This design comes from an exercise in tuning for small area on the open sky130 flow, not from production work.
Only simulation tests tie the RTL to the original design; equivalence was not proved.
No activity file was given, so power comes from the tool's default toggle rates.

===== flow/config.mk =====
export PLATFORM = sky130hd
export DESIGN_NAME = datapath
export DESIGN_NICKNAME = datapath
export VERILOG_FILES = /design/flow/design.v
export SDC_FILE = /design/flow/constraint.sdc
export NUM_CORES = 4
export LEC_CHECK = 0
export CAP_MARGIN = 20
export CELL_PAD_IN_SITES_DETAIL_PLACEMENT = 1
export CELL_PAD_IN_SITES_GLOBAL_PLACEMENT = 1
export CORE_MARGIN = 2
export CORE_UTILIZATION = 50
export CTS_BUF_LIST = sky130_fd_sc_hd__clkbuf_8
export CTS_CLUSTER_DIAMETER = 50
export CTS_CLUSTER_SIZE = 16
export PLACE_DENSITY = 0.62
export SLEW_MARGIN = 20
export SYNTH_HIERARCHICAL = 1
export SYNTH_MINIMUM_KEEP_SIZE = 0

===== flow/constraint.sdc =====
create_clock -name core_clock -period 13.0 [get_ports {clk}]
set_input_delay 2.6000 -clock core_clock [delete_from_list [all_inputs] [get_ports {clk}]]
set_output_delay 2.6000 -clock core_clock [all_outputs]
set_load 0.01 [all_outputs]

===== flow/design.v =====
module csr (
  input clk,
  input reset,
  input [11:0] addr,
  input we,                
  input [1:0] op,          
  input [31:0] wdata,
  output [31:0] rdata
);
  reg [63:0] cnt0, cnt1, cnt2;
  wire base = (addr[11:8] == 4'hC) && (addr[6:2] == 5'b0);
  wire hi = addr[7];
  wire [5:0] s;
  assign s[0] = base & (addr[1:0] == 2'd0) & ~hi;
  assign s[1] = base & (addr[1:0] == 2'd0) &  hi;
  assign s[2] = base & (addr[1:0] == 2'd1) & ~hi;
  assign s[3] = base & (addr[1:0] == 2'd1) &  hi;
  assign s[4] = base & (addr[1:0] == 2'd2) & ~hi;
  assign s[5] = base & (addr[1:0] == 2'd2) &  hi;
  genvar i;
  generate
    for (i = 0; i < 32; i = i + 1) begin : rd
      wire nl, nh;
      aoi222 ul (.a0(cnt0[i]), .s0(s[0]), .a1(cnt1[i]), .s1(s[2]),
                 .a2(cnt2[i]), .s2(s[4]), .y(nl));
      aoi222 uh (.a0(cnt0[32 + i]), .s0(s[1]), .a1(cnt1[32 + i]), .s1(s[3]),
                 .a2(cnt2[32 + i]), .s2(s[5]), .y(nh));
      assign rdata[i] = ~(nl & nh);
    end
  endgenerate
  wire op_wr = (op == 2'd1);
  wire op_set = (op == 2'd2);
  wire op_clr = (op == 2'd3);
  wire [31:0] tw = ({32{op_wr}} & wdata) | ({32{op_set}} & (rdata | wdata))
                 | ({32{op_clr}} & rdata & ~wdata);
  wire [31:0] tw_r = tw & {32{~reset}};
  wire [5:0] ld = {6{reset}} | ({6{we}} & s);
  wire [63:0] inc0, inc1, inc2;
  cnt_inc i0 (.q(cnt0), .s(inc0));
  cnt_inc i1 (.q(cnt1), .s(inc1));
  cnt_inc i2 (.q(cnt2), .s(inc2));
  wire [63:0] d0, d1, d2;
  wire [5:0] nld = ~ld;
  generate
    for (i = 0; i < 32; i = i + 1) begin : m
      ao22 l0 (.a0(inc0[i]), .s0(nld[0]), .a1(tw_r[i]), .s1(ld[0]), .y(d0[i]));
      ao22 h0 (.a0(inc0[32 + i]), .s0(nld[1]), .a1(tw_r[i]), .s1(ld[1]), .y(d0[32 + i]));
      ao22 l1 (.a0(inc1[i]), .s0(nld[2]), .a1(tw_r[i]), .s1(ld[2]), .y(d1[i]));
      ao22 h1 (.a0(inc1[32 + i]), .s0(nld[3]), .a1(tw_r[i]), .s1(ld[3]), .y(d1[32 + i]));
      ao22 l2 (.a0(inc2[i]), .s0(nld[4]), .a1(tw_r[i]), .s1(ld[4]), .y(d2[i]));
      ao22 h2 (.a0(inc2[32 + i]), .s0(nld[5]), .a1(tw_r[i]), .s1(ld[5]), .y(d2[32 + i]));
    end
  endgenerate
  always @(posedge clk) begin
    cnt0 <= d0;
    cnt1 <= d1;
    cnt2 <= d2;
  end
endmodule
module cnt_inc (
  input [63:0] q,
  output [63:0] s
);
  wire [64:0] c;
  assign c[0] = 1'b1;
  assign c[32] = &q[31:0];
  genvar i;
  generate
    for (i = 0; i < 64; i = i + 1) begin : b
      assign s[i] = q[i] ^ c[i];
      if (i != 31) assign c[i + 1] = q[i] & c[i];
    end
  endgenerate
endmodule
module ao22 (
  input a0,
  input s0,
  input a1,
  input s1,
  output y
);
  assign y = (a0 & s0) | (a1 & s1);
endmodule
module regfile (
  input clk,
  input reset,
  input [4:0] ra1,
  input [4:0] ra2,
  input [31:0] wsel,       
  input [31:0] wdata,
  output [31:0] rd1,
  output [31:0] rd2
);
  wire [32*32-1:0] q;
  assign q[31:0] = 32'b0;
  genvar i;
  generate
    for (i = 1; i < 32; i = i + 1) begin : r
      reg [31:0] x;
      if (i == 2) begin : sp
        always @(posedge clk)
          if (reset) x <= 32'hFFFFFFFF;
          else if (wsel[i]) x <= wdata;
      end else begin : gp
        always @(posedge clk)
          if (wsel[i]) x <= wdata;
      end
      assign q[32*i +: 32] = x;
    end
  endgenerate
  wire [31:0] s1, s2;
  generate
    for (i = 0; i < 32; i = i + 1) begin : dec
      assign s1[i] = (i != 0) && (ra1 == i);
      assign s2[i] = (i != 0) && (ra2 == i);
    end
  endgenerate
  rf_read p1 (.q(q), .s(s1), .y(rd1));
  rf_read p2 (.q(q), .s(s2), .y(rd2));
endmodule
module rf_read (
  input [32*32-1:0] q,
  input [31:0] s,
  output [31:0] y
);
  genvar b, g;
  generate
    for (b = 0; b < 32; b = b + 1) begin : bt
      wire [10:0] n;
      for (g = 0; g < 10; g = g + 1) begin : grp
        aoi222 u (.a0(q[32*(3*g+1)+b]), .s0(s[3*g+1]),
                  .a1(q[32*(3*g+2)+b]), .s1(s[3*g+2]),
                  .a2(q[32*(3*g+3)+b]), .s2(s[3*g+3]), .y(n[g]));
      end
      assign n[10] = ~(q[32*31+b] & s[31]);
      assign y[b] = ~(n[0] & n[1] & n[2] & n[3]) | ~(n[4] & n[5] & n[6] & n[7]) |
                    ~(n[8] & n[9] & n[10]);
    end
  endgenerate
endmodule
module aoi222 (
  input a0, s0, a1, s1, a2, s2,
  output y
);
  assign y = ~((a0 & s0) | (a1 & s1) | (a2 & s2));
endmodule
module datapath (
  input clk,
  input reset,
  input [31:0] imem_rdata,
  input [31:0] dmem_rdata,
  output [31:0] imem_addr,
  output [31:0] dmem_addr,
  output [31:0] dmem_wdata,
  output [31:0] dmem_wmask,
  output dmem_we,
  output error
);
  wire [31:0] inst = imem_rdata;
  wire [4:0] o = inst[6:2];
  wire [2:0] f3 = inst[14:12];
  wire opc_ok = (inst[1:0] == 2'b11) && (
                (o == 5'b00000) || (o == 5'b01000) || (o == 5'b11000) ||
                (o == 5'b11011) || (o == 5'b11001) || (o == 5'b00100) ||
                (o == 5'b01100) || (o == 5'b11100) || (o == 5'b00101) ||
                (o == 5'b01101));
  wire illegal = ~opc_ok
               | ((o == 5'b11000) & (f3[2:1] == 2'b01))
               | ((o == 5'b11001) & (f3 != 3'd0))
               | ((o == 5'b11100) & (f3[1:0] == 2'b00));
  reg error_q;
  assign error = ~reset & (error_q | illegal);
  always @(posedge clk) begin
    if (reset) error_q <= 1'b0;
    else error_q <= error;
  end
  wire valid = ~reset & ~error_q & ~illegal;
  wire d_branch = o[4] & ~o[2] & ~o[0];
  wire d_jal    = o[4] & o[1];
  wire d_jalr   = o[4] & ~o[1] & o[0];
  wire d_system = o[4] & o[2];
  wire d_load   = ~o[4] & ~o[2] & ~o[3];
  wire d_store  = ~o[4] & ~o[2] & o[3];
  wire d_op     = ~o[4] & o[2] & ~o[0] & o[3];
  wire d_auipc  = ~o[4] & o[0] & ~o[3];
  wire d_lui    = ~o[4] & o[0] & o[3];
  wire d_arith  = ~o[4] & o[2] & ~o[0];        
  wire d_jump   = o[4] & o[0];                 
  wire [4:0] rs1 = inst[19:15];
  wire [4:0] rs2 = inst[24:20];
  wire [4:0] rd  = inst[11:7];
  wire rd_we = valid & ~d_branch & ~d_store;
  wire [31:0] wsel;
  genvar gi;
  generate
    for (gi = 0; gi < 32; gi = gi + 1) begin : wdec
      assign wsel[gi] = (gi != 0) && rd_we && (rd == gi);
    end
  endgenerate
  wire [31:0] rs1_data, rs2_data;
  wire [31:0] wb;
  regfile regfile (
    .clk(clk), .reset(reset),
    .ra1(rs1), .ra2(rs2),
    .wsel(wsel), .wdata(wb),
    .rd1(rs1_data), .rd2(rs2_data)
  );
  reg [31:0] pc;
  assign imem_addr = pc;
  wire a_pc = d_auipc | d_jal;
  wire a_rs1 = ~a_pc;
  wire sign = inst[31];
  wire imm_u = d_auipc | d_lui;
  wire [31:0] imm;
  assign imm[31:20] = imm_u ? inst[31:20] : {12{sign}};
  assign imm[19:12] = (imm_u | d_jal) ? inst[19:12] : {8{sign}};
  assign imm[11]    = imm_u ? 1'b0 : (d_jal ? inst[20] : sign);
  assign imm[10:5]  = imm_u ? 6'b0 : inst[30:25];
  assign imm[4:1]   = imm_u ? 4'b0 : (d_store ? inst[11:8] : inst[24:21]);
  assign imm[0]     = (imm_u | d_jal | d_jalr) ? 1'b0 : (d_store ? inst[7] : inst[20]);
  wire b_rs2 = d_op | d_branch;
  wire b_imm = ~b_rs2;
  wire [31:0] a, b;
  generate
    for (gi = 0; gi < 32; gi = gi + 1) begin : opnd
      ao22 ua (.a0(rs1_data[gi]), .s0(a_rs1), .a1(pc[gi]), .s1(a_pc), .y(a[gi]));
      ao22 ub (.a0(rs2_data[gi]), .s0(b_rs2), .a1(imm[gi]), .s1(b_imm), .y(b[gi]));
    end
  endgenerate
  wire sub = d_branch | (d_arith & (f3[2:1] == 2'b01)) | (d_op & (f3 == 3'd0) & inst[30]);
  wire [31:0] sum, p, g;
  wire cout;
  alu_add alu_add (.a(a), .b(b), .sub(sub), .sum(sum), .cout(cout), .p(p), .g(g));
  wire ltu = ~cout;
  wire lts = (a[31] ^ b[31]) ? a[31] : ltu;
  wire eq = &p;
  wire [31:0] sh_r, sh_l;
  shifter shifter (.a(a), .shamt(b[4:0]), .left(~f3[2]), .arith(inst[30]),
                   .r(sh_r), .l(sh_l));
  wire cond = f3[2] ? (f3[1] ? ltu : lts) : eq;
  wire taken = d_branch & (cond ^ f3[0]);
  wire [31:0] pc4, target;
  pc_inc pc_inc (.pc(pc), .y(pc4));
  br_target br_target (.pc(pc), .off({inst[31], inst[7], inst[30:25], inst[11:8]}), .y(target));
  wire s_j = d_jump;
  wire s_t = ~d_jump & taken;
  wire s_4 = ~d_jump & ~taken;
  wire [31:0] pc_d;
  generate
    for (gi = 0; gi < 32; gi = gi + 1) begin : npc
      wire n;
      aoi222 u (.a0(sum[gi]), .s0(s_j), .a1(target[gi]), .s1(s_t), .a2(pc4[gi]), .s2(s_4), .y(n));
      assign pc_d[gi] = ~(n | reset);
    end
  endgenerate
  always @(posedge clk) begin
    if (reset | valid) pc <= pc_d;
  end
  assign dmem_addr = sum;
  assign dmem_wdata = rs2_data;
  assign dmem_we = valid & d_store;
  assign dmem_wmask = {{16{f3[1] | f3[2]}}, {8{f3[1] | f3[2] | f3[0]}}, 8'hFF};
  wire [31:0] ld;
  ld_align ld_align (.d(dmem_rdata), .ba(sum[1:0]), .f3(f3), .y(ld));
  wire [31:0] csr_rdata;
  csr csr (
    .clk(clk), .reset(reset),
    .addr(inst[31:20]),
    .we(valid & d_system & (rs1 != 5'd0)),
    .op(f3[1:0]),
    .wdata(f3[2] ? {27'b0, rs1} : rs1_data),
    .rdata(csr_rdata)
  );
  wire w_sum  = d_auipc | (d_arith & (f3 == 3'd0));
  wire w_imm  = d_lui;
  wire w_p    = d_arith & ((f3 == 3'd4) | (f3 == 3'd6));    
  wire w_g    = d_arith & ((f3 == 3'd7) | (f3 == 3'd6));    
  wire w_shr  = d_arith & (f3 == 3'd5);
  wire w_shl  = d_arith & (f3 == 3'd1);
  wire w_link = d_jump;
  wire w_ld   = d_load;
  wire w_csr  = d_system;
  wire slt    = (f3 == 3'd2) ? lts : (f3 == 3'd3) ? ltu : 1'b0;
  generate
    for (gi = 0; gi < 32; gi = gi + 1) begin : wbm
      wire n0, n1, n2;
      aoi222 u0 (.a0(sum[gi]), .s0(w_sum), .a1(p[gi]), .s1(w_p), .a2(g[gi]), .s2(w_g), .y(n0));
      aoi222 u1 (.a0(sh_r[gi]), .s0(w_shr), .a1(sh_l[gi]), .s1(w_shl), .a2(pc4[gi]), .s2(w_link), .y(n1));
      if (gi == 0) begin : b0
        aoi222 u2 (.a0(ld[gi]), .s0(w_ld), .a1(csr_rdata[gi]), .s1(w_csr), .a2(slt), .s2(d_arith), .y(n2));
      end else begin : bn
        aoi222 u2 (.a0(ld[gi]), .s0(w_ld), .a1(csr_rdata[gi]), .s1(w_csr), .a2(b[gi]), .s2(w_imm), .y(n2));
      end
      assign wb[gi] = ~(n0 & n1 & n2);
    end
  endgenerate
endmodule
module alu_add (
  input [31:0] a,
  input [31:0] b,
  input sub,
  output [31:0] sum,
  output cout,
  output [31:0] p,
  output [31:0] g
);
  wire [31:0] bx = b ^ {32{sub}};
  assign p = a ^ bx;
  assign g = a & bx;
  wire [31:0] G [0:9];
  wire [31:0] P [0:9];
  assign G[0] = {g[31:1], g[0] | (p[0] & sub)};
  assign P[0] = p;
  genvar l, i;
  generate
    for (l = 1; l <= 5; l = l + 1) begin : up
      for (i = 0; i < 32; i = i + 1) begin : n
        if (((i + 1) % (1 << l)) == 0) begin : c
          assign G[l][i] = G[l-1][i] | (P[l-1][i] & G[l-1][i - (1 << (l-1))]);
          assign P[l][i] = P[l-1][i] & P[l-1][i - (1 << (l-1))];
        end else begin : t
          assign G[l][i] = G[l-1][i];
          assign P[l][i] = P[l-1][i];
        end
      end
    end
    for (l = 4; l >= 1; l = l - 1) begin : dn
      for (i = 0; i < 32; i = i + 1) begin : n
        if ((((i + 1) % (1 << l)) == (1 << (l-1))) && (i >= (1 << l))) begin : c
          assign G[10-l][i] = G[9-l][i] | (P[9-l][i] & G[9-l][i - (1 << (l-1))]);
          assign P[10-l][i] = P[9-l][i] & P[9-l][i - (1 << (l-1))];
        end else begin : t
          assign G[10-l][i] = G[9-l][i];
          assign P[10-l][i] = P[9-l][i];
        end
      end
    end
  endgenerate
  wire [31:0] c = {G[9][30:0], sub};
  assign sum = p ^ c;
  assign cout = G[9][31];
endmodule
module pc_inc (
  input [31:0] pc,
  output [31:0] y
);
  wire [32:0] c;
  assign c[2] = 1'b1;
  assign y[1:0] = pc[1:0];
  genvar i;
  generate
    for (i = 2; i < 32; i = i + 1) begin : b
      assign y[i] = pc[i] ^ c[i];
      assign c[i + 1] = pc[i] & c[i];
    end
  endgenerate
endmodule
module br_target (
  input [31:0] pc,
  input [11:0] off,
  output [31:0] y
);
  wire s = off[11];
  wire [13:0] c;
  assign c[1] = 1'b0;
  assign y[0] = pc[0];
  genvar i;
  generate
    for (i = 1; i <= 12; i = i + 1) begin : lo
      wire x = pc[i] ^ off[i - 1];
      assign y[i] = x ^ c[i];
      assign c[i + 1] = (pc[i] & off[i - 1]) | (x & c[i]);
    end
  endgenerate
  wire up = c[13] & ~s;
  wire dn = ~c[13] & s;
  wire [19:0] im, dm;
  assign im[0] = 1'b1;
  assign dm[0] = 1'b1;
  generate
    for (i = 0; i < 19; i = i + 1) begin : hi
      assign y[13 + i] = pc[13 + i] ^ ((up & im[i]) | (dn & dm[i]));
      assign im[i + 1] = im[i] & pc[13 + i];
      assign dm[i + 1] = dm[i] & ~pc[13 + i];
    end
  endgenerate
endmodule
module shifter (
  input [31:0] a,
  input [4:0] shamt,
  input left,
  input arith,
  output [31:0] r,
  output [31:0] l
);
  wire fill = ~left & arith & a[31];
  wire [31:0] s0, s1, s2, s3, s4, s5;
  genvar i;
  generate
    for (i = 0; i < 32; i = i + 1) begin : lv
      mxi m0 (.a(a[i]), .b(a[31 - i]), .s(left), .y(s0[i]));
      if (i < 16) begin : g1
        mxi m1 (.a(s0[i]), .b(s0[i + 16]), .s(shamt[4]), .y(s1[i]));
      end else begin : f1
        mxi m1 (.a(s0[i]), .b(~fill), .s(shamt[4]), .y(s1[i]));
      end
      if (i < 24) begin : g2
        mxi m2 (.a(s1[i]), .b(s1[i + 8]), .s(shamt[3]), .y(s2[i]));
      end else begin : f2
        mxi m2 (.a(s1[i]), .b(fill), .s(shamt[3]), .y(s2[i]));
      end
      if (i < 28) begin : g3
        mxi m3 (.a(s2[i]), .b(s2[i + 4]), .s(shamt[2]), .y(s3[i]));
      end else begin : f3
        mxi m3 (.a(s2[i]), .b(~fill), .s(shamt[2]), .y(s3[i]));
      end
      if (i < 30) begin : g4
        mxi m4 (.a(s3[i]), .b(s3[i + 2]), .s(shamt[1]), .y(s4[i]));
      end else begin : f4
        mxi m4 (.a(s3[i]), .b(fill), .s(shamt[1]), .y(s4[i]));
      end
      if (i < 31) begin : g5
        mxi m5 (.a(s4[i]), .b(s4[i + 1]), .s(shamt[0]), .y(s5[i]));
      end else begin : f5
        mxi m5 (.a(s4[i]), .b(~fill), .s(shamt[0]), .y(s5[i]));
      end
      assign l[i] = s5[31 - i];
    end
  endgenerate
  assign r = s5;
endmodule
module mxi (
  input a,
  input b,
  input s,
  output y
);
  assign y = ~(s ? b : a);
endmodule
module ld_align (
  input [31:0] d,
  input [1:0] ba,
  input [2:0] f3,
  output [31:0] y
);
  wire [31:0] sh = d >> {ba, 3'b0};
  wire ld_b = (f3[1:0] == 2'b00);
  wire ld_h = (f3[1:0] == 2'b01);
  wire ld_s = ~f3[2];
  assign y[7:0] = sh[7:0];
  assign y[15:8] = ld_b ? {8{ld_s & sh[7]}} : sh[15:8];
  assign y[31:16] = ld_b ? {16{ld_s & sh[7]}} :
                    ld_h ? {16{ld_s & sh[15]}} : sh[31:16];
endmodule

===== flow/flow/run.sh =====
#!/bin/bash
# Standard ORFS layout (the standard.sh, standard synthesis unchanged) with
# small port buffers and no CTS dummy loads. Full tool output goes to
# flow_make.log here; ORFS's per-step logs stay under orfs/logs.
set -euo pipefail
export BUFFER_PORTS_ARGS="-buffer_cell sky130_fd_sc_hd__buf_2"
export CTS_ARGS="-sink_clustering_enable -repair_clock_nets -dont_use_dummy_load -sink_clustering_size 16 -sink_clustering_max_diameter 50 -buf_list sky130_fd_sc_hd__clkbuf_8"
bash standard.sh > flow_make.log 2>&1

===== flow/standard.sh =====
#!/bin/bash
# synth_recipe.tcl (not shown) runs the flow's synth.tcl, then flattens the netlist and writes it again
# the make line also repeats each setting of config.mk as NAME=value (left out here)
make -C /OpenROAD-flow-scripts/flow DESIGN_CONFIG=/design/flow/config.mk WORK_HOME=/design/flow/orfs CLKGATE_MAP_FILE= SYNTH_SCRIPT=/design/flow/synth_recipe.tcl "${@:-finish}"

==> results of run 1 <==
## routing by layer
metal  wire length, um  share of wire (%)  up-vias
met1             93210                 36    24320
met2            114100                 44     3647
li1                  -                  -    19380
met5                47              0.018        -
met3             32050                 12      589
met4             18440                7.2        6
## cells in the final DEF (no fill, tap or decap), drive strengths merged, types with 8 or more instances in the layout
master and n:
edfxtp 992, a222oi 832, buf 336, a22o 257, ha 247, dfxtp 225, mux2i 214, nand2 180
nand4 164, nor2 137, clkbuf 117, nor2b 84, a21oi 69, a2111o 64, xor2 57, nand3 43
inv 40, nor3 36, or2 34, a211o 33, o211ai 33, o21ai 31, fa 27, xnor2 20
a21o 18, nand2b 14, diode 13, nor4 13, nand3b 11, a211oi 9, mux2 8, conb 8
and2 8, and4 8, a41oi 8
## per-stage QoR
stage	area, sq um	utilization, %	std cells	hold WS, ns	setup WS (ns)
floorplan	59360	-	4161	0.4909	2.204
global placement	63090	53.50	5878	0.5068	1.446
detailed placement	63090	53.50	5878	0.5136	1.371
CTS	64700	54.87	5995	0.5327	1.367
global route	64780	54.93	6006	0.5598	1.093
finish	64790	54.94	6010	0.5288	1.191
## worst reg2reg max path, delay by kind of cell (launching register included)
family,cells,cell delay (ns)
compound gates,1,0.23
xor+xnor,1,0.16
fa+ha+maj,32,6.96
flops,1,0.33
simple gates,3,0.41
## power by group through the flow
stage	Sequential [mW]	Clock [mW]	Combinational (mW)
2_1_floorplan	4.59	0	1.09
3_3_place_gp	4.61	0	1.92
3_5_place_dp	4.61	0	1.95
4_1_cts	4.52	2.07	1.95
5_1_grt	4.53	2.19	2.09
6_report	4.53	2.05	2.04
## worst max-delay path by stage
stage | start | cells after the start | endpoint | slack (ns)
after global placement | imem_rdata[21] | 19 | dmem_addr[31] | 1.45
final | imem_rdata[21] | 19 | dmem_addr[31] | 1.19
after CTS | imem_rdata[21] | 19 | dmem_addr[31] | 1.37
after global routing | imem_rdata[21] | 18 | dmem_addr[31] | 1.09
after detailed placement | imem_rdata[21] | 19 | dmem_addr[31] | 1.37
after floorplan | imem_rdata[20] | 17 | dmem_addr[27] | 2.20
## flip-flops by register name (all words and copies together), names as in the netlist
name         count
regfile.r.x    992
csr.cnt0        64
csr.cnt1        64
csr.cnt2        64
pc              32
error_q          1
## final cells by class
class | count | share of cell area (%)
inverters | 40 | 0.2317
multi-input cells | 2751 | 38.10
flip-flops and latches | 1217 | 52.93
repair buffers | 336 | 3.237
diodes | 13 | 0.05021
well taps | 1536 | 2.966
clock buffers | 117 | 2.485
==> impl_metrics.env, run 1 <==
export IMPL_num_rows=126
export IMPL_max_slew_margin_pct=17.24
export IMPL_min_period_ns=11.81
export IMPL_crit_arrival_ns=9.21
export IMPL_grt_pass1_wl_mm=355.7
export IMPL_clock_latency_ns=0.88
export IMPL_power_mw=8.614
export IMPL_first_pass_iters=14
export IMPL_dieArea_sq_mm=0.1214
export IMPL_numCtsBuffers=117
export IMPL_port_buffers=187
export IMPL_intPower_mw=5.811
export IMPL_yosysWarnings=10
export IMPL_fin_worst_skew_ns=0.1371
export IMPL_holdCritPathClass="reg2reg"
export IMPL_die_w_um=348.5
export IMPL_fp_dieH_um=348.5
export IMPL_period_share_pct=90.84
export IMPL_core_area_sq_mm=0.1179
export IMPL_drt_initial_drc_count=10440
export IMPL_rsz0062_at_grt="false"
export IMPL_crit_fanout=34
export IMPL_critPathCaptureType="primary output"
export IMPL_start_util_pct=50.32
export IMPL_gr_total_overflow=0
export IMPL_avgViaCountPerCell=7.977
export IMPL_wl_per_cell_um=42.90
export IMPL_cts_setup_buffers=0
export IMPL_crit_chain="buf_2 -> nand2b_1 -> nor2_4 -> buf_4 -> a222oi_1 -> nand4_1 -> a2111o_1 -> a22o_2 -> mux2i_1 -> fa_1 -> nand2b_1 -> a21oi_2 -> o2111ai_2 -> o22ai_2 -> a21oi_2 -> o21a_1 -> fa_1 -> xnor2_1 -> buf_2"
export IMPL_setup_violations=0
export IMPL_outcome="complete, no violations"
export IMPL_via_count=47940
export IMPL_track_usage_pct=41.18
export IMPL_busiest_layer="met2"
export IMPL_tns_ns=0
export IMPL_cts_path_max_buffers=3
export IMPL_syn_inst=4154
export IMPL_r2r_end="csr.cnt2[63]$_DFF_P_"
export IMPL_timing_worst_slew_pin_value_ns=1.238
export IMPL_areaGrowthSynthToFinish_pct=9.198
export IMPL_dp_hpwl_mm=173.3
export IMPL_clk_pin_slew_ns=0.07
export IMPL_drcViolationCount=0
export IMPL_use_met2_pct=63.24
export IMPL_seq_area_sq_mm=0.03429
export IMPL_netSwitchingFraction_pct=32.54
export IMPL_pin_count=196
export IMPL_power_switching_mw=2.803
export IMPL_hold_start="csr.cnt1[0]$_DFF_P_"
export IMPL_cap_violations=0
export IMPL_cp_start_kind="input port"
export IMPL_fill_cells=11420
export IMPL_htree_levels=3
export IMPL_cp_required_ns=10.40
export IMPL_multiInputGateArea_sq_mm=0.02469
export IMPL_first_global_vias=46490
export IMPL_clockRootBuffer="clkbuf_8"
export IMPL_max_stage_delay_ns=0.76
export IMPL_max_freq_mhz=84.68
export IMPL_cts_hold_buf=0
export IMPL_reg2regPathDepth=37
export IMPL_syn_avg_cell_area_sq_um=14.28
export IMPL_grt_max_degree=78
export IMPL_hold_viol=0
export IMPL_path_delay_family="compound AO/OA/AOI/OAI gates"
export IMPL_nNetsFinal=4803
export IMPL_synthesis_area_sq_mm=0.05933
export IMPL_crit_slowest_cell="nand2b_1"
export IMPL_drv_slew=0
export IMPL_holdPathStages=2
export IMPL_antenna_found_initial=11
export IMPL_p_clk_share_pct=23.7
export IMPL_met1_usage_pct=52.80
export IMPL_crit_buf_inv=3
export IMPL_routed_wl_mm=257.8
export IMPL_grtUsageMet3_pct=9.657
export IMPL_tritoncts="done"
export IMPL_leakage_nw=23.51
export IMPL_crit_type="in2out"
export IMPL_cts_sinks=1217
export IMPL_reg2reg_from="csr.cnt2[0]$_DFF_P_"
export IMPL_seqPwrFrac_pct=52.5
export IMPL_cts_resized=0
export IMPL_power_density_mw_per_mm2=133.0
export IMPL_postRouteAntennaNets=0
export IMPL_combPwrFrac_pct=23.7
export IMPL_r2r_slack_ns=4.78
export IMPL_hold_end="csr.cnt1[0]$_DFF_P_"
export IMPL_gp_congestion=1.020
export IMPL_peakVddDrop_uv=103.3
export IMPL_drive_gt1_share_pct=14.97
==> run 2, diff against run 1 <==
==> flow/run.sh (new file) <==
#!/bin/bash
# synth_recipe.tcl (not shown) runs the flow's synth.tcl, then flattens the netlist and writes it again
# the make line also repeats each setting of config.mk as NAME=value (left out here)
make -C /OpenROAD-flow-scripts/flow DESIGN_CONFIG=/design/flow/config.mk WORK_HOME=/design/flow/orfs CLKGATE_MAP_FILE= SYNTH_SCRIPT=/design/flow/synth_recipe.tcl finish
removed: flow/flow/run.sh
removed: flow/standard.sh
==> run 2 against run 1 <==
Area after synthesis stayed put; critical path depth decreased by 1; critical endpoint is now dmem_addr[13]; largest cell class unchanged; clock power up 33%.
==> impl_metrics.env, run 2 <==
export IMPL_crit_buf_inv=3
export IMPL_crit_arrival_ns=9.89
export IMPL_cts_sinks=1217
export IMPL_dieArea_sq_mm=0.1214
export IMPL_max_slew_margin_pct=15.71
export IMPL_final_cells=6157
export IMPL_core_area_sq_mm=0.1179
export IMPL_leakage_nw=24.30
export IMPL_cts_hold_buf=0
export IMPL_path_delay_family="buffers and inverters"
export IMPL_fin_worst_skew_ns=0.07242
export IMPL_top_register="regfile.r.x"
export IMPL_dp_hpwl_mm=173.8
export IMPL_drt_initial_drc_count=10310
export IMPL_r2r_slack_ns=4.84
export IMPL_postRouteAntennaNets=0
export IMPL_track_usage_pct=41.42
export IMPL_antenna_found_initial=10
export IMPL_max_freq_mhz=80.04
export IMPL_avgViaCountPerCell=7.907
export IMPL_start_util_pct=50.32
export IMPL_p_clk_share_pct=28.9
export IMPL_syn_avg_cell_area_sq_um=14.28
export IMPL_power_switching_mw=3.077
export IMPL_critPathCaptureType="primary output"
export IMPL_place_inst=5922
export IMPL_tritoncts="done"
export IMPL_largest_reg_flops=992
export IMPL_clock_latency_ns=0.91
export IMPL_drcViolationCount=0
export IMPL_combPwrFrac_pct=23.1
export IMPL_period_share_pct=96.10
export IMPL_htree_levels=3
export IMPL_synthesis_area_sq_mm=0.05933
export IMPL_rsz0062_at_grt="false"
export IMPL_clockRootBuffer="clkbuf_8"
export IMPL_peakVddDrop_uv=134.5
export IMPL_setup_violations=0
export IMPL_cts_setup_buffers=0
export IMPL_final_cell_mix="992 x edfxtp_1, 832 x a222oi_1, 252 x a22o_1"
export IMPL_numCtsBuffers=120
export IMPL_cts_path_max_buffers=3
export IMPL_cp_start_kind="input port"
export IMPL_nNetsFinal=4852
export IMPL_min_period_ns=12.49
export IMPL_first_global_vias=47330
export IMPL_tns_ns=0
export IMPL_cp_required_ns=10.40
export IMPL_die_w_um=348.5
export IMPL_via_count=48680
export IMPL_crit_slowest_cell="clkdlybuf4s50_1"
export IMPL_routed_wl_mm=259.1
export IMPL_gp_congestion=1.040
export IMPL_areaGrowthSynthToFinish_pct=13.23
export IMPL_hold_viol=0
export IMPL_cts_resized=0
export IMPL_fin_ws_ns=0.5066
export IMPL_port_buffers=187
export IMPL_power_density_mw_per_mm2=140.1
export IMPL_grt_max_degree=78
export IMPL_fp_dieH_um=348.5
export IMPL_cap_violations=0
export IMPL_pre_cts_ws_ns=0.8951
export IMPL_pin_count=196
export IMPL_seqPwrFrac_pct=48.1
export IMPL_wl_per_cell_um=42.09
export IMPL_drv_slew=0
export IMPL_syn_inst=4154
export IMPL_crit_fanout=22
export IMPL_outcome="complete, no violations"
export IMPL_clk_pin_slew_ns=0.09
export IMPL_cp_common_cell="clkdlybuf4s50_1"
export IMPL_drive_gt1_share_pct=13.09
export IMPL_crit_chain="clkdlybuf4s50_1 -> or3b_1 -> nor2_4 -> buf_4 -> a222oi_1 -> nand4_1 -> a2111o_1 -> a22o_2 -> xor2_1 -> ha_1 -> nand2b_1 -> a21oi_2 -> o2111ai_2 -> a21oi_1 -> nor2b_1 -> fa_1 -> xnor2_1 -> clkdlybuf4s50_1"
export IMPL_grt_pass1_wl_mm=358.0
export IMPL_gr_total_overflow=0
export IMPL_timing_worst_slew_pin_value_ns=1.261
export IMPL_holdCritPathClass="reg2reg"
export IMPL_yosysWarnings=10
export IMPL_intPower_mw=6.336
export IMPL_netSwitchingFraction_pct=32.69
export IMPL_first_pass_iters=15
export IMPL_crit_type="in2out"
export IMPL_num_rows=126
export IMPL_layout_commonest_cell="edfxtp_1"
export IMPL_max_stage_delay_ns=1.05
==> run 2: cell count changes in the layout (fill, tap and decap cells not counted), moves of 8 or more <==
cell,previous run,this run
buf_2,186,3
clkdlybuf4s50_1,0,183
buf_4,148,187
inv_1,38,54
clkinv_2,0,15
inv_8,0,13
bufinv_16,0,12
nand3_1,28,38
nand3_2,14,4
clkbuf_8,117,126
inv_6,0,9
clkinv_1,0,8
clkinvlp_4,0,8
==> run 2: final timing paths <==
kind / startpoint / to / cells after the start
setup / recovery: imem_rdata[20] / dmem_addr[13] / 18
hold / removal: csr.cnt2[0]$_DFF_P_ / csr.cnt2[0]$_DFF_P_ / 2
setup reg to reg: csr.cnt2[0]$_DFF_P_ / csr.cnt2[63]$_DFF_P_ / 37
hold reg to reg: csr.cnt2[0]$_DFF_P_ / csr.cnt2[0]$_DFF_P_ / 2
==> run 2: final cells by class <==
class                      instances  area [sq um]
antenna                            8         20.02
clock buffer                     126          1734
clock inverter                    97         992.2
fill                           11320         50740
inverter                          40         150.1
multi-input combinational       2751         24630
sequential                      1217         34290
tap                             1536          1922
timing repair buffer             382          3446
==> run 2: tightest hold or removal path, stage by stage (launching register included) <==
cell and delay (ns):
dfxtp_1 0.34, inv_1 0.06, a22o_1 0.12
==> run 2: power groups by stage <==
stage,logic [mW],clock network (mW),registers [mW]
after floorplan,1.09,0,4.59
after global placement,2.05,0,4.61
after detailed placement,2.08,0,4.61
after CTS,2.08,2.75,4.52
after global routing,2.22,2.87,4.53
final,2.17,2.72,4.53
==> run 2: per-layer routing <==
layer  GRT usage, %  vias up  wire length [um]
met5          1.160        -               197
met4          26.73        6             20100
met3          10.02      769             31830
met2          62.94     3758            113600
met1          53.04    24560             93420
li1               -    19590                 -
==> run 2: through the flow <==
stage               utilization (%)  power [mW]  hold WS (ns)  cell area [sq um]
finish                        56.97       9.413        0.5450              67180
global route                  56.97       9.623        0.5703              67180
CTS                           56.88       9.352        0.5346              67070
detailed placement            54.56       6.690        0.5130              64340
global placement              54.56       6.663        0.5090              64340
floorplan                         -       5.679        0.4909              59360
==> run 3, diff against run 2 <==
--- a/flow/design.v
+++ b/flow/design.v
@@ -28,12 +28,14 @@
       assign rdata[i] = ~(nl & nh);
     end
   endgenerate
-  wire op_wr = (op == 2'd1);
-  wire op_set = (op == 2'd2);
-  wire op_clr = (op == 2'd3);
-  wire [31:0] tw = ({32{op_wr}} & wdata) | ({32{op_set}} & (rdata | wdata))
-                 | ({32{op_clr}} & rdata & ~wdata);
-  wire [31:0] tw_r = tw & {32{~reset}};
+  wire ne_w = reset | ~(op == 2'd1 | op == 2'd2);
+  wire e_r = ~reset & op[1];
+  wire [31:0] tw_r;
+  generate
+    for (i = 0; i < 32; i = i + 1) begin : t
+      mxi u (.a(~(rdata[i] & e_r)), .b(ne_w), .s(wdata[i]), .y(tw_r[i]));
+    end
+  endgenerate
   wire [5:0] ld = {6{reset}} | ({6{we}} & s);
   wire [63:0] inc0, inc1, inc2;
   cnt_inc i0 (.q(cnt0), .s(inc0));
@@ -443,12 +445,34 @@
   input [2:0] f3,
   output [31:0] y
 );
-  wire [31:0] sh = d >> {ba, 3'b0};
-  wire ld_b = (f3[1:0] == 2'b00);
-  wire ld_h = (f3[1:0] == 2'b01);
-  wire ld_s = ~f3[2];
-  assign y[7:0] = sh[7:0];
-  assign y[15:8] = ld_b ? {8{ld_s & sh[7]}} : sh[15:8];
-  assign y[31:16] = ld_b ? {16{ld_s & sh[7]}} :
-                    ld_h ? {16{ld_s & sh[15]}} : sh[31:16];
+  wire lb = (f3[1:0] == 2'b00);
+  wire lh = (f3[1:0] == 2'b01);
+  wire [3:0] o;                           
+  assign o[0] = (ba == 2'd0);
+  assign o[1] = (ba == 2'd1);
+  assign o[2] = (ba == 2'd2);
+  assign o[3] = (ba == 2'd3);
+  wire bsign = (o[0] & d[7]) | (o[1] & d[15]) | (o[2] & d[23]) | (o[3] & d[31]);
+  wire hsign = (o[0] & d[15]) | (o[1] & d[23]) | (o[2] & d[31]);
+  wire ext = ~f3[2] & (lb ? bsign : hsign);
+  wire x1 = lb;                           
+  wire x2 = lb | lh;                      
+  wire [2:0] m1 = o[2:0] & {3{~x1}};
+  wire [1:0] m2 = o[1:0] & {2{~x2}};
+  wire m3 = o[0] & ~x2;
+  wire e1 = ext & x1;
+  wire e2 = ext & x2;
+  genvar i;
+  generate
+    for (i = 0; i < 8; i = i + 1) begin : b
+      wire n0, n1, n2, n3;
+      aoi222 u0 (.a0(d[i]), .s0(o[0]), .a1(d[i + 8]), .s1(o[1]), .a2(d[i + 16]), .s2(o[2]), .y(n0));
+      assign y[i] = ~(n0 & ~(d[i + 24] & o[3]));
+      aoi222 u1 (.a0(d[i + 8]), .s0(m1[0]), .a1(d[i + 16]), .s1(m1[1]), .a2(d[i + 24]), .s2(m1[2]), .y(n1));
+      assign y[i + 8] = ~(n1 & ~e1);
+      aoi222 u2 (.a0(d[i + 16]), .s0(m2[0]), .a1(d[i + 24]), .s1(m2[1]), .a2(ext), .s2(x2), .y(n2));
+      assign y[i + 16] = ~n2;
+      assign y[i + 24] = (d[i + 24] & m3) | e2;
+    end
+  endgenerate
 endmodule
==> flow/flow/run.sh (new file) <==
#!/bin/bash
# Standard ORFS layout (the standard.sh, standard synthesis unchanged) with
# small port buffers and no CTS dummy loads. Full tool output goes to
# flow_make.log here; ORFS's per-step logs stay under orfs/logs.
set -euo pipefail
export BUFFER_PORTS_ARGS="-buffer_cell sky130_fd_sc_hd__buf_1"
export CTS_ARGS="-sink_clustering_enable -repair_clock_nets -dont_use_dummy_load -sink_clustering_size 16 -sink_clustering_max_diameter 50 -buf_list sky130_fd_sc_hd__clkbuf_8"
bash standard.sh > flow_make.log 2>&1
==> flow/standard.sh (new file) <==
#!/bin/bash
# synth_recipe.tcl (not shown) runs the flow's synth.tcl, then flattens the netlist and writes it again
# the make line also repeats each setting of config.mk as NAME=value (left out here)
make -C /OpenROAD-flow-scripts/flow DESIGN_CONFIG=/design/flow/config.mk WORK_HOME=/design/flow/orfs CLKGATE_MAP_FILE= SYNTH_SCRIPT=/design/flow/synth_recipe.tcl "${@:-finish}"
removed: flow/run.sh
==> run 3 against run 2 <==
Still clean on timing, DRC and antenna; sequential power about the same; non-clock buffer count down 17; final cell count down 3.0%; combinational power down 9.2%; count of clock-buffer cells in the layout up 6; power down 7.8%; first-iteration DRC count up 9.1%.
==> impl_metrics.env, run 3 <==
export IMPL_outcome="complete, no violations"
export IMPL_numCtsBuffers=132
export IMPL_synthesis_area_sq_mm=0.05893
export IMPL_multiInputGateArea_sq_mm=0.02433
export IMPL_track_usage_pct=41.25
export IMPL_cts_setup_buffers=0
export IMPL_setup_violations=0
export IMPL_crit_slowest_cell="nor2_4"
export IMPL_num_rows=125
export IMPL_die_w_um=347.3
export IMPL_fin_area_sq_mm=0.06464
export IMPL_antenna_found_initial=25
export IMPL_fin_util_pct=55.48
export IMPL_max_freq_mhz=81.51
export IMPL_crit_type="in2out"
export IMPL_tns_ns=0
export IMPL_routed_wl_mm=255.7
export IMPL_nNetsFinal=4773
export IMPL_yosysWarnings=10
export IMPL_first_global_vias=46780
export IMPL_hold_viol=0
export IMPL_top_layer="met5"
export IMPL_dr_wl_met3_mm=34.95
export IMPL_dieArea_sq_mm=0.1206
export IMPL_areaGrowthSynthToFinish_pct=9.704
export IMPL_clock_latency_ns=0.91
export IMPL_first_pass_iters=15
export IMPL_cp_start_kind="input port"
export IMPL_cts_sinks=1217
export IMPL_start_util_pct=50.57
export IMPL_port_buffers=187
export IMPL_gr_total_overflow=0
export IMPL_htree_levels=4
export IMPL_power_density_mw_per_mm2=134.3
export IMPL_seq_area_sq_mm=0.03429
export IMPL_crit_fanout=34
export IMPL_fp_dieH_um=347.3
export IMPL_pin_count=196
export IMPL_top_register="regfile.r.x"
export IMPL_leakage_nw=23.24
export IMPL_wl_met1_mm=96.17
export IMPL_drcViolationCount=0
export IMPL_max_stage_delay_ns=1.14
export IMPL_power_mw=8.681
export IMPL_cts_path_max_buffers=3
export IMPL_fin_ws_ns=0.7321
export IMPL_critPathCaptureType="primary output"
export IMPL_holdCritPathClass="reg2reg"
export IMPL_final_cell_mix="992 x edfxtp_1, 856 x a222oi_1, 252 x a22o_1"
export IMPL_cts_resized=0
export IMPL_layout_commonest_cell="edfxtp_1"
export IMPL_crit_buf_inv=3
export IMPL_wl_per_cell_um=42.83
export IMPL_avgViaCountPerCell=8.110
export IMPL_peakVddDrop_uv=104.0
export IMPL_rsz0062_at_grt="false"
export IMPL_via_count=48410
export IMPL_tritoncts="done"
export IMPL_clockRootBuffer="clkbuf_8"
export IMPL_crit_chain="buf_1 -> nand2b_1 -> nor2_4 -> a222oi_1 -> nand4_1 -> a2111o_1 -> a22o_2 -> xor2_1 -> inv_1 -> fa_1 -> nand2b_1 -> a21oi_4 -> o2111ai_4 -> o41ai_4 -> a2bb2oi_2 -> a31oi_1 -> fa_1 -> xnor2_1 -> buf_1"
export IMPL_grt_max_degree=65
export IMPL_timing_worst_slew_pin_value_ns=1.338
export IMPL_met2_length_mm=108.1
export IMPL_period_share_pct=94.37
export IMPL_clk_pin_slew_ns=0.08
export IMPL_pre_cts_ws_ns=0.9762
export IMPL_grt_pass1_wl_mm=355.5
export IMPL_cap_violations=0
export IMPL_drv_slew=0
export IMPL_min_period_ns=12.27
export IMPL_fin_worst_skew_ns=0.1086
export IMPL_dp_hpwl_mm=175.6
export IMPL_drt_initial_drc_count=11250
export IMPL_syn_inst=4063
export IMPL_fill_cells=11210
export IMPL_largest_reg_flops=992
export IMPL_placed_area_sq_mm=0.06274
export IMPL_cts_hold_buf=0
export IMPL_drive_gt1_share_pct=11.10
export IMPL_cp_required_ns=10.40
export IMPL_syn_avg_cell_area_sq_um=14.50
export IMPL_postRouteAntennaNets=0
export IMPL_crit_arrival_ns=9.67
export IMPL_max_slew_margin_pct=10.79
export IMPL_core_area_sq_mm=0.1165
export IMPL_path_delay_family="compound AO/OA/AOI/OAI gates"
export IMPL_gp_congestion=1.062
run 3: worst reg2reg max path: cells and delay by family, from the launching register on:
kind	cells	cell delay [ns]
simple gates	2	0.25
xor+xnor	1	0.16
fa+ha+maj	32	7.13
flops	1	0.34
compound gates	1	0.22
run 3: worst paths after layout:
kind,start,end,slack (ns),depth (start not counted)
worst max-delay path,imem_rdata[24],dmem_addr[23],0.73,19
worst min-delay path,csr.cnt2[0]$_DFF_P_,csr.cnt2[0]$_DFF_P_,0.54,2
worst max register to register,csr.cnt2[0]$_DFF_P_,csr.cnt2[63]$_DFF_P_,4.75,36
worst min register to register,csr.cnt2[0]$_DFF_P_,csr.cnt2[0]$_DFF_P_,0.54,2
run 3: per-layer routing:
layer	up-vias	global-route usage, %
met5	-	0.4402
met4	28	23.60
met3	692	11.44
met2	3902	59.23
met1	24560	56.15
li1	19230	-
run 3: through the flow:
stage               hold slack, ns  instances
global placement            0.5116       5821
finish                      0.5430       5970
CTS                         0.5461       5953
floorplan                   0.4909       4070
detailed placement          0.5208       5821
global route                0.5689       5956
run 3: final cells by class:
| type | instances | area share (%) |
|---|---|---|
| Timing Repair Buffer | 365 | 3.211 |
| Inverter | 49 | 0.2845 |
| Tap cell | 1524 | 2.950 |
| Clock buffer | 132 | 2.810 |
| Antenna cell | 15 | 0.05807 |
| Multi-Input combinational cell | 2668 | 37.64 |
| Sequential cell | 1217 | 53.05 |
run 3: report_power, final:
part / switching (mW) / leakage [nW] / total [mW] / internal [mW]
Sequential: 0.0706 / 11.0 / 4.52 / 4.45
Combinational: 1.44 / 11.3 / 1.97 / 0.531
Clock: 1.29 / 0.949 / 2.19 / 0.901
==> run 4, diff against run 3 <==
--- a/flow/config.mk
+++ b/flow/config.mk
@@ -5,7 +5,7 @@
 export SDC_FILE = /design/flow/constraint.sdc
 export NUM_CORES = 4
 export LEC_CHECK = 0
-export CAP_MARGIN = 20
+export CAP_MARGIN = 10
 export CELL_PAD_IN_SITES_DETAIL_PLACEMENT = 1
 export CELL_PAD_IN_SITES_GLOBAL_PLACEMENT = 1
 export CORE_MARGIN = 2
@@ -14,6 +14,6 @@
 export CTS_CLUSTER_DIAMETER = 50
 export CTS_CLUSTER_SIZE = 16
 export PLACE_DENSITY = 0.62
-export SLEW_MARGIN = 20
+export SLEW_MARGIN = 10
 export SYNTH_HIERARCHICAL = 1
 export SYNTH_MINIMUM_KEEP_SIZE = 0
==> run 4 against run 3 <==
Worst setup slack got worse by 0.012 ns; first-iteration DRC count fell by 0.43%; die area unchanged; wire length about the same; sequential share of layout area barely moved; clock power about the same; largest cell class unchanged; sequential cell count unchanged.
==> impl_metrics.env, run 4 <==
export IMPL_via_count=48380
export IMPL_nNetsFinal=4772
export IMPL_layout_commonest_cell="edfxtp_1"
export IMPL_die_w_um=347.3
export IMPL_port_buffers=187
export IMPL_dp_hpwl_mm=175.6
export IMPL_timing_worst_slew_pin_value_ns=1.341
export IMPL_crit_chain="buf_1 -> nand2b_1 -> nor2_4 -> a222oi_1 -> nand4_1 -> a2111o_1 -> a22o_2 -> xor2_1 -> inv_1 -> fa_1 -> nand2b_1 -> a21oi_4 -> o2111ai_4 -> o41ai_4 -> a2bb2oi_2 -> a31oi_1 -> fa_1 -> xnor2_1 -> buf_1"
export IMPL_syn_avg_cell_area_sq_um=14.50
export IMPL_drv_slew=0
export IMPL_postRouteAntennaNets=0
export IMPL_crit_slowest_cell="nor2_4"
export IMPL_fp_dieH_um=347.3
export IMPL_intPower_mw=5.880
export IMPL_grt_max_degree=65
export IMPL_cts_sinks=1217
export IMPL_max_stage_delay_ns=1.12
export IMPL_multiInputGateArea_sq_mm=0.02431
export IMPL_htree_levels=4
export IMPL_first_global_vias=46840
export IMPL_clk_pin_slew_ns=0.09
export IMPL_final_cell_mix="992 x edfxtp_1, 856 x a222oi_1, 252 x a22o_1"
export IMPL_track_usage_pct=41.30
export IMPL_fill_cells=11210
export IMPL_num_rows=125
export IMPL_p_clk_share_pct=25.3
export IMPL_areaGrowthSynthToFinish_pct=9.630
export IMPL_drt_initial_drc_count=11200
export IMPL_first_pass_iters=15
export IMPL_power_density_mw_per_mm2=134.5
export IMPL_routed_wl_mm=255.7
export IMPL_rsz0062_at_grt="false"
export IMPL_start_util_pct=50.57
export IMPL_period_share_pct=94.46
export IMPL_cts_path_max_buffers=3
export IMPL_leakage_nw=23.21
export IMPL_dieArea_sq_mm=0.1206
export IMPL_grt_pass1_wl_mm=355.7
export IMPL_max_freq_mhz=81.44
export IMPL_gr_total_overflow=0
export IMPL_final_cells=5966
export IMPL_cts_resized=0
export IMPL_synthesis_area_sq_mm=0.05893
export IMPL_fin_worst_skew_ns=0.1038
export IMPL_outcome="complete, no violations"
export IMPL_cp_required_ns=10.40
export IMPL_hold_viol=0
export IMPL_drive_gt1_share_pct=10.99
export IMPL_netSwitchingFraction_pct=32.29
export IMPL_max_slew_margin_pct=10.59
export IMPL_top_register="regfile.r.x"
export IMPL_tns_ns=0
export IMPL_crit_arrival_ns=9.68
export IMPL_seq_area_sq_mm=0.03429
export IMPL_holdCritPathClass="reg2reg"
export IMPL_fin_ws_ns=0.7205
export IMPL_numCtsBuffers=132
export IMPL_critPathCaptureType="primary output"
export IMPL_crit_type="in2out"
export IMPL_tritoncts="done"
export IMPL_cts_setup_buffers=0
export IMPL_yosysWarnings=10
export IMPL_syn_inst=4063
export IMPL_drcViolationCount=0
export IMPL_antenna_found_initial=29
export IMPL_avgViaCountPerCell=8.110
export IMPL_pin_count=196
export IMPL_clockRootBuffer="clkbuf_8"
export IMPL_place_inst=5821
export IMPL_pre_cts_ws_ns=0.9762
export IMPL_largest_reg_flops=992
export IMPL_clock_latency_ns=0.91
export IMPL_gp_congestion=1.062
export IMPL_peakVddDrop_uv=104.1
export IMPL_combPwrFrac_pct=22.7
export IMPL_cap_violations=0
export IMPL_cp_start_kind="input port"
export IMPL_crit_fanout=34
export IMPL_setup_violations=0
export IMPL_core_area_sq_mm=0.1165
export IMPL_min_period_ns=12.28
export IMPL_power_switching_mw=2.805
export IMPL_seqPwrFrac_pct=52.0
export IMPL_cts_hold_buf=0
export IMPL_wl_per_cell_um=42.86
run 4: worst paths after layout:
check             cells past startpoint              endpoint                 from  slack, ns
setup / recovery                     19         dmem_addr[23]       imem_rdata[24]       0.72
hold / removal                        2   csr.cnt1[0]$_DFF_P_  csr.cnt1[0]$_DFF_P_       0.54
setup reg to reg                     36  csr.cnt2[63]$_DFF_P_  csr.cnt2[0]$_DFF_P_       4.74
hold reg to reg                       2   csr.cnt1[0]$_DFF_P_  csr.cnt1[0]$_DFF_P_       0.54
run 4: metal layers:
metal  global-route usage [%]  wire length (um)  vias up
li1                         -                 -    19210
met1                    55.69             95570    24580
met2                    59.17            107800     3853
met3                    12.02             35280      696
met4                    24.25             16680       42
met5                   0.4402               319        -
run 4: layout make-up:
cell class	count	share of cell area (%)
tap	1524	2.952
multi-input combinational	2668	37.64
antenna	12	0.04648
inverter	49	0.2847
clock buffer	132	2.812
timing repair buffer	364	3.182
sequential	1217	53.09
run 4: critical path, delay by kind of cell:
kind | cells | cell delay (ns)
xor gates and xnor gates | 2 | 0.63
buffers and inverters | 3 | 0.71
and+or+nand+nor | 4 | 2.16
AOI/OAI and AO/OA | 8 | 2.72
adders and majority gates | 2 | 0.81
run 4: stage by stage:
stage          power [mW]  hold WS (ns)  cell area, sq um  util [%]
2_1_floorplan       5.644        0.4909             58950         -
3_3_place_gp        6.463        0.5116             62730     53.84
3_5_place_dp        6.485        0.5208             62730     53.84
4_1_cts             8.627        0.5461             64550     55.40
5_1_grt             8.886        0.5689             64570     55.42
6_report            8.685        0.5404             64600     55.44
run 4: power groups by stage:
stage | logic (mW) | clock network, mW | registers, mW
after global placement | 1.86 | 0 | 4.60
after CTS | 1.89 | 2.22 | 4.52
after detailed placement | 1.88 | 0 | 4.60
after global routing | 2.02 | 2.35 | 4.52
after floorplan | 1.07 | 0 | 4.58
final | 1.97 | 2.20 | 4.52
==> run 5, diff against run 4 <==
--- a/flow/config.mk
+++ b/flow/config.mk
@@ -5,7 +5,7 @@
 export SDC_FILE = /design/flow/constraint.sdc
 export NUM_CORES = 4
 export LEC_CHECK = 0
-export CAP_MARGIN = 10
+export CAP_MARGIN = 0
 export CELL_PAD_IN_SITES_DETAIL_PLACEMENT = 1
 export CELL_PAD_IN_SITES_GLOBAL_PLACEMENT = 1
 export CORE_MARGIN = 2
@@ -14,6 +14,6 @@
 export CTS_CLUSTER_DIAMETER = 50
 export CTS_CLUSTER_SIZE = 16
 export PLACE_DENSITY = 0.62
-export SLEW_MARGIN = 10
+export SLEW_MARGIN = 0
 export SYNTH_HIERARCHICAL = 1
 export SYNTH_MINIMUM_KEEP_SIZE = 0
==> run 5 against run 4 <==
Area after synthesis did not move; combinational power about the same; synthesized cell count unchanged; wire length about the same; power barely moved; register-to-register slack about the same; design area hardly changed; sequential cell count did not move; first-iteration DRC count decreased by 3.2%.
==> impl_metrics.env, run 5 <==
export IMPL_final_cell_mix="992 x edfxtp_1, 856 x a222oi_1, 252 x a22o_1"
export IMPL_cts_setup_buffers=0
export IMPL_max_freq_mhz=80.67
export IMPL_core_area_sq_mm=0.1165
export IMPL_syn_inst=4063
export IMPL_postRouteAntennaNets=0
export IMPL_clock_latency_ns=0.91
export IMPL_start_util_pct=50.57
export IMPL_fin_ws_ns=0.6033
export IMPL_drive_gt1_share_pct=10.95
export IMPL_htree_levels=4
export IMPL_port_buffers=187
export IMPL_max_slew_margin_pct=8.056
export IMPL_die_w_um=347.3
export IMPL_fin_area_sq_mm=0.06459
export IMPL_drv_slew=0
export IMPL_placed_area_sq_mm=0.06273
export IMPL_seq_area_sq_mm=0.03429
export IMPL_grt_max_degree=65
export IMPL_grt_pass1_wl_mm=355.7
export IMPL_avgViaCountPerCell=8.073
export IMPL_first_global_vias=46840
export IMPL_peakVddDrop_uv=104.7
export IMPL_pre_cts_ws_ns=0.9762
export IMPL_yosysWarnings=10
export IMPL_fin_util_pct=55.44
export IMPL_gr_total_overflow=0
export IMPL_cp_start_kind="input port"
export IMPL_setup_violations=0
export IMPL_power_density_mw_per_mm2=134.4
export IMPL_min_period_ns=12.40
export IMPL_crit_type="in2out"
export IMPL_dp_hpwl_mm=175.6
export IMPL_tritoncts="done"
export IMPL_final_cells=5970
export IMPL_numCtsBuffers=132
export IMPL_hold_viol=0
export IMPL_dieArea_sq_mm=0.1206
export IMPL_first_pass_iters=14
export IMPL_drcViolationCount=0
export IMPL_crit_arrival_ns=9.80
export IMPL_num_rows=125
export IMPL_timing_worst_slew_pin_value_ns=1.379
export IMPL_cts_sinks=1217
export IMPL_cts_hold_buf=0
export IMPL_cap_violations=0
export IMPL_synthesis_area_sq_mm=0.05893
export IMPL_wl_per_cell_um=42.80
export IMPL_cts_resized=0
export IMPL_top_register="regfile.r.x"
export IMPL_clk_pin_slew_ns=0.08
export IMPL_fill_cells=11220
export IMPL_multiInputGateArea_sq_mm=0.02431
export IMPL_hold_slack_ns=0.5437
export IMPL_outcome="complete, no violations"
export IMPL_rsz0062_at_grt="false"
export IMPL_drt_initial_drc_count=10840
export IMPL_via_count=48190
export IMPL_layout_commonest_cell="edfxtp_1"
export IMPL_leakage_nw=23.20
export IMPL_largest_reg_flops=992
export IMPL_cp_required_ns=10.40
export IMPL_critPathCaptureType="primary output"
export IMPL_fin_worst_skew_ns=0.1055
export IMPL_tns_ns=0
export IMPL_clockRootBuffer="clkbuf_8"
export IMPL_nNetsFinal=4771
export IMPL_pin_count=196
export IMPL_routed_wl_mm=255.5
export IMPL_gp_congestion=1.062
export IMPL_holdCritPathClass="reg2reg"
export IMPL_syn_avg_cell_area_sq_um=14.50
export IMPL_place_inst=5821
export IMPL_period_share_pct=95.36
export IMPL_antenna_found_initial=29
export IMPL_fp_dieH_um=347.3
export IMPL_track_usage_pct=41.30
export IMPL_crit_fanout=34
export IMPL_areaGrowthSynthToFinish_pct=9.617
export IMPL_cts_path_max_buffers=3
export IMPL_power_mw=8.684
-- run 5: layout make-up --
class,count,area share [%]
multi-input combinational,2668,37.63
timing repair buffer,363,3.159
clock buffer,132,2.813
tap,1524,2.952
sequential,1217,53.09
antenna,17,0.06586
inverter,49,0.2848
-- run 5: layer usage --
metal | track usage, % | part of all wire (%) | wire, um | vias up
met4 | 24.25 | 6.6 | 16860 | 46
met2 | 59.17 | 42 | 107700 | 3787
met3 | 12.02 | 14 | 34770 | 688
li1 | - | - | - | 19220
met5 | 0.4402 | 0.13 | 337 | -
met1 | 55.69 | 37 | 95800 | 24450
-- run 5: final timing paths --
path | end | depth (start not counted) | startpoint | slack, ns
worst max-delay path | dmem_addr[23] | 19 | imem_rdata[20] | 0.60
worst min register to register | csr.cnt2[0]$_DFF_P_ | 2 | csr.cnt2[0]$_DFF_P_ | 0.54
worst max register to register | regfile.r[2].x[29]$_SDFFE_PP1P_ | 30 | pc[2]$_DFFE_PP_ | 4.73
worst min-delay path | csr.cnt2[0]$_DFF_P_ | 2 | csr.cnt2[0]$_DFF_P_ | 0.54
-- run 5: worst max-delay path: stages --
cell       delay [ns]
buf_1            0.59
nand3_1          0.55
nor2_4           1.15
a222oi_1         0.16
nand4_1          0.25
a2111o_1         0.31
a22o_2           0.94
xor2_1           0.25
inv_1            0.10
fa_1             0.42
nand2b_1         0.21
a21oi_4          0.20
o2111ai_4        0.21
o41ai_4          0.48
a2bb2oi_2        0.23
a31oi_1          0.12
fa_1             0.39
xnor2_1          0.39
buf_1            0.20
-- run 5: where the power goes --
| group | switching (mW) | internal, mW |
|---|---|---|
| registers | 0.0703 | 4.45 |
| logic | 1.44 | 0.530 |
| clock network | 1.30 | 0.901 |
| total | 2.80 | 5.88 |

==> port drivers added, routing unchanged <==
In the flow no input, the clock included, has a driving cell. The finished layouts below were timed again as built, in two steps. Step 1 (the two cells are an assumption about what drives the block):
set clk [get_ports {clk}]
set_driving_cell -lib_cell sky130_fd_sc_hd__clkbuf_16 $clk
set_driving_cell -lib_cell sky130_fd_sc_hd__buf_2 [delete_from_list [all_inputs] $clk]
Step 2, shift: input delay + t, output delay - t, t = (earliest + latest rising clock arrival at the registers) / 2. This alone moves slack from input paths to output paths. a / b / c = no drivers / after step 1 / after step 2; a / b = the first two.
| run | t (ns) | setup WS [ns] | hold slack, ns |
|---|---|---|---|
| run 1 | 0.894 | 1.191 / 1.162 / 1.162 | 0.529 / 0.529 / 0.529 |
| run 2 | 0.952 | 0.507 / 0.472 / 0.472 | 0.545 / 0.545 / 0.545 |
| run 3 | 0.938 | 0.732 / 0.594 / 0.594 | 0.543 / 0.543 / 0.543 |
| run 4 | 0.934 | 0.720 / 0.570 / 0.570 | 0.540 / 0.540 / 0.540 |
| run 5 | 0.932 | 0.603 / 0.508 / 0.508 | 0.544 / 0.544 / 0.544 |
After both steps setup and hold are still met in every run listed. For run 4, which loses most, drivers alone change the setup slack by -0.150 ns; drivers and shift together by -0.150 ns.
